This is an optimization exercise on Yosys and OpenROAD, whose aim is small area, a short achievable clock period and few clock cycles, not a production implementation.
The RTL was checked by simulation tests, not by an equivalence proof against the original design.
Power figures rest on the tool's default switching activity, not on a simulated workload.

build 61:
// chip8_cpu
module chip8_cpu (
    input wire clk,
    input wire reset,
    input wire [7:0] mem_data_in,
    input wire [15:0] key_pressed,
    output wire mem_read,
    output reg [11:0] mem_addr_out,
    output reg [7:0] mem_data_out,
    output reg mem_write
);
    reg        q_hi, q_lo, q_ld;
    reg        t_hi, t_lo, t_ld;
    reg        m_st, m_ld, m_bcd, m_key, m_res;
    reg [3:0]  i;            
    reg [3:0]  mx;           
    reg [11:0] pcs;          
    reg [7:0]  ir_hi, ir_lo;
    reg        ev;           
    reg [11:0] I;
    reg [7:0]  V[0:15];
    reg [11:0] stack[0:15];
    reg [3:0]  sp;
    reg [7:0]  delay_timer, sound_timer;
    reg [20:0] one_hz;       
    reg [15:0] lfsr;
    wire       dcy = t_lo;               
    wire [7:0] din = mem_data_in;
    wire       stream = !(m_st || m_ld || m_bcd || m_key || m_res);
    assign mem_read = !mem_write;        
    wire [7:0] vx = V[ir_hi[3:0]];
    wire [7:0] vy = V[m_st ? i : din[7:4]];
    reg  [7:0] opx, opy;
    always @(posedge clk) begin
  ...
Size: ~48 I/O pins.
==> flow/config.mk <==
export PLATFORM = sky130hd
export DESIGN_NAME = chip8_cpu
export DESIGN_NICKNAME = chip8_cpu
export VERILOG_FILES = /design/flow/design.v
export SDC_FILE = /design/flow/constraint.sdc
export NUM_CORES = 4
export LEC_CHECK = 0
export CAP_MARGIN = 20
export CORE_MARGIN = 2
export CORE_UTILIZATION = 60
export CTS_BUF_LIST = sky130_fd_sc_hd__clkbuf_8
export CTS_CLUSTER_DIAMETER = 50
export CTS_CLUSTER_SIZE = 16
export SLEW_MARGIN = 20
==> flow/constraint.sdc <==
create_clock -name core_clock -period 12.0 [get_ports {clk}]
set_input_delay 2.4000 -clock core_clock [delete_from_list [all_inputs] [get_ports {clk}]]
set_output_delay 2.4000 -clock core_clock [all_outputs]
set_load 0.01 [all_outputs]
standard.sh (not shown) runs the stock make flow with config.mk's settings and CLKGATE_MAP_FILE= SYNTH_SCRIPT=/design/flow/synth_recipe.tcl, a recipe that flattens the netlist after the stock synthesis.
==> flow/flow/run.sh <==
#!/bin/bash
# Standard ORFS layout (the standard.sh: unchanged synthesis and steps), with
# - the port buffers that buffer_ports adds made buf_4 instead of its default
#   (a slow delay buffer), so input and output paths start from a fast buffer.
set -euo pipefail
export SETUP_SLACK_MARGIN=7.5
export BUFFER_PORTS_ARGS="-buffer_cell sky130_fd_sc_hd__buf_4"
bash standard.sh > standard_make.log 2>&1
Testbench counts of build 61, summed over its fixed seeds: cycles 204,165.
Changes in build 25 relative to build 61:
Settings: swapping 60 for 70 in CORE_UTILIZATION.
diff --git a/flow/flow/run.sh b/flow/flow/run.sh
--- a/flow/flow/run.sh
+++ b/flow/flow/run.sh
@@ -4,5 +4,5 @@
 #   (a slow delay buffer), so input and output paths start from a fast buffer.
 set -euo pipefail
-export SETUP_SLACK_MARGIN=7.5
+export SETUP_SLACK_MARGIN=8
 export BUFFER_PORTS_ARGS="-buffer_cell sky130_fd_sc_hd__buf_4"
 bash standard.sh > standard_make.log 2>&1
--- outcome ---
| growth of design area from synthesis to finish | build 25 vs build 61 | 3.1 points higher |
Number of cells on the critical path, build 25 and build 61: higher on build 61
Side by side, total routed wire length on the met1 layer turned out lower in build 25 than in build 61.
Changes observed in build 25 relative to build 61: initial core utilization up 11 points; non-filler instance count after layout dropped 52.
Build 25 falls short of build 61 in global-route wire length before repair.
For the fraction of met1 tracks used by global routing, build 25 came in 4.2 points higher than build 61 did.
In build 25, the final-stage net count came out 1.0% above the value in build 61.
### build 25 -> build 18
Settings: CORE_UTILIZATION changed from 70 to 60.
diff --git a/flow/flow/run.sh b/flow/flow/run.sh
--- a/flow/flow/run.sh
+++ b/flow/flow/run.sh
@@ -4,5 +4,5 @@
 #   (a slow delay buffer), so input and output paths start from a fast buffer.
 set -euo pipefail
-export SETUP_SLACK_MARGIN=8
+export SETUP_SLACK_MARGIN=8.3
 export BUFFER_PORTS_ARGS="-buffer_cell sky130_fd_sc_hd__buf_4"
 bash standard.sh > standard_make.log 2>&1
## What came out
Build 18 can be clocked faster than build 25. When the final numbers for build 18 and build 25 were put side by side, the via count turned out to be greater in build 18. Build 18 ended with every stage complete and zero timing, DRC or antenna violations. Build 25 | status: complete | timing, DRC, antenna: pass. [build 18] multi-input logic portion of the cell area fell 1.4 points relative to build 25.
> inputs changed (build 18 -> build 88)
Settings: CTS_CLUSTER_SIZE changed from 16 to 12; CTS_CLUSTER_DIAMETER changed from 50 to 40.
diff --git a/flow/flow/run.sh b/flow/flow/run.sh
--- a/flow/flow/run.sh
+++ b/flow/flow/run.sh
@@ -4,5 +4,5 @@
 #   (a slow delay buffer), so input and output paths start from a fast buffer.
 set -euo pipefail
-export SETUP_SLACK_MARGIN=8.3
+export SETUP_SLACK_MARGIN=8
 export BUFFER_PORTS_ARGS="-buffer_cell sky130_fd_sc_hd__buf_4"
 bash standard.sh > standard_make.log 2>&1
Results
Build 18 → build 88: power share of the sequential group saw an increase, number of gates on the worst path with buffers counted lower.
Required arrival time at the worst endpoint for build 88: 0.02 ns up relative to build 18
Build 88 — switching fraction of total power 1.2 points lower, build 18 as reference
Via count in build 88 is 4.0% below build 18.
Build 18 tops out at a higher clock frequency than build 88.
Via count of the first global-routing pass went down by a few percent going from build 18 to build 88.
I/O pin total: build 18 vs build 88 identical
Going from build 18 to build 88, length of routed wiring on met1 shrank by a few percent.
Build 88 finished end to end and its layout was clean on timing, DRC and antenna.
Input changes introduced in build 38 (baseline for comparison: build 88):
Settings: swapping 12 for 16 in CTS_CLUSTER_SIZE; swapping 40 for 50 in CTS_CLUSTER_DIAMETER; putting TNS_END_PERCENT at 10 where nothing was set.
==> comparison <==
- Build 38 completed end to end with timing, DRC and antenna clean.
- Taking build 88 as the reference, in build 38 cell area now sits lower; sequential share of layout area now sits higher.
- Core utilization: build 38 lower than build 88
- As far as flip-flop and latch count is concerned, build 38 and build 88 perform about the same.
- Higher non-clock buffer count in the final layout among build 88 and build 38: build 88
- Changes observed in build 38 relative to build 88: clock power share fell by 2.9 points, setup slack fell by 0.065 ns, maximum number of pins on one net before global-route repair rose by about 17%, number of distinct library cell variants in the gate-level netlist after synthesis stayed essentially flat.
- Run comparison: build 88 beginning of the critical path mem_data_in[4]; build 38 beginning of the critical path mem_data_in[5]
- Build 38 gives less detailed-route wire length than build 88 did.
diff inputs: build 38 => build 5
Settings: GPL_ROUTABILITY_DRIVEN now 0, previously not set; TNS_END_PERCENT no longer set, was 10.
## What came out
Per the final summary, build 5 finished and its layout is clean on timing, DRC and antenna. Between build 38 and build 5, number of buffer and inverter instances along the worst setup path is higher for build 5, build 38 comes in under that. Between build 38 and build 5, met2 routing resource usage after global routing is higher for build 38, build 5 comes in under that. Build 38 → build 5: critical path depth up 2, total length of routed wires up 0.68%.

## afterwards: timing with drivers on the ports
The results above use ideal ports. As a check the final layouts listed here were re-extracted and re-timed, cells and wires unchanged. Step 1: set_driving_cell puts a clkbuf_16 on clk and a buf_2 on each other input, an assumption about the parent block. Step 2 times the ports against the registers' clock, not the clock port: input delays grow and output delays shrink by t, the midpoint of the rising clock arrivals with the driver on. a / b / c = no drivers / after step 1 / after step 2; a / b = the first two.
run | shift t [ns] | slack for setup (ns) | worst hold slack (ns) | worst setup path at the end | slew at the worst register clock pin (ns)
build 61 | 0.710 | 7.553 / 7.541 / 6.831 | 0.357 / 0.357 / 0.357 | input to register | 0.10 / 0.10
build 25 | 0.743 | 7.889 / 7.889 / 7.254 | 0.370 / 0.370 / 0.370 | input to register | 0.11 / 0.11
build 18 | 0.721 | 8.097 / 8.020 / 7.299 | 0.365 / 0.365 / 0.365 | input to register | 0.10 / 0.10
build 88 | 0.708 | 7.955 / 7.948 / 7.240 | 0.352 / 0.352 / 0.352 | input to register | 0.08 / 0.08
build 38 | 0.712 | 7.890 / 7.888 / 7.176 | 0.367 / 0.367 / 0.367 | input to register | 0.10 / 0.10
build 5 | 0.726 | 7.950 / 7.960 / 7.257 | 0.364 / 0.364 / 0.364 | input to register | 0.10 / 0.10
After both steps every run listed still meets setup and hold. For build 18, which loses most, drivers alone change the setup slack by -0.077 ns; drivers and shift together by -0.798 ns.
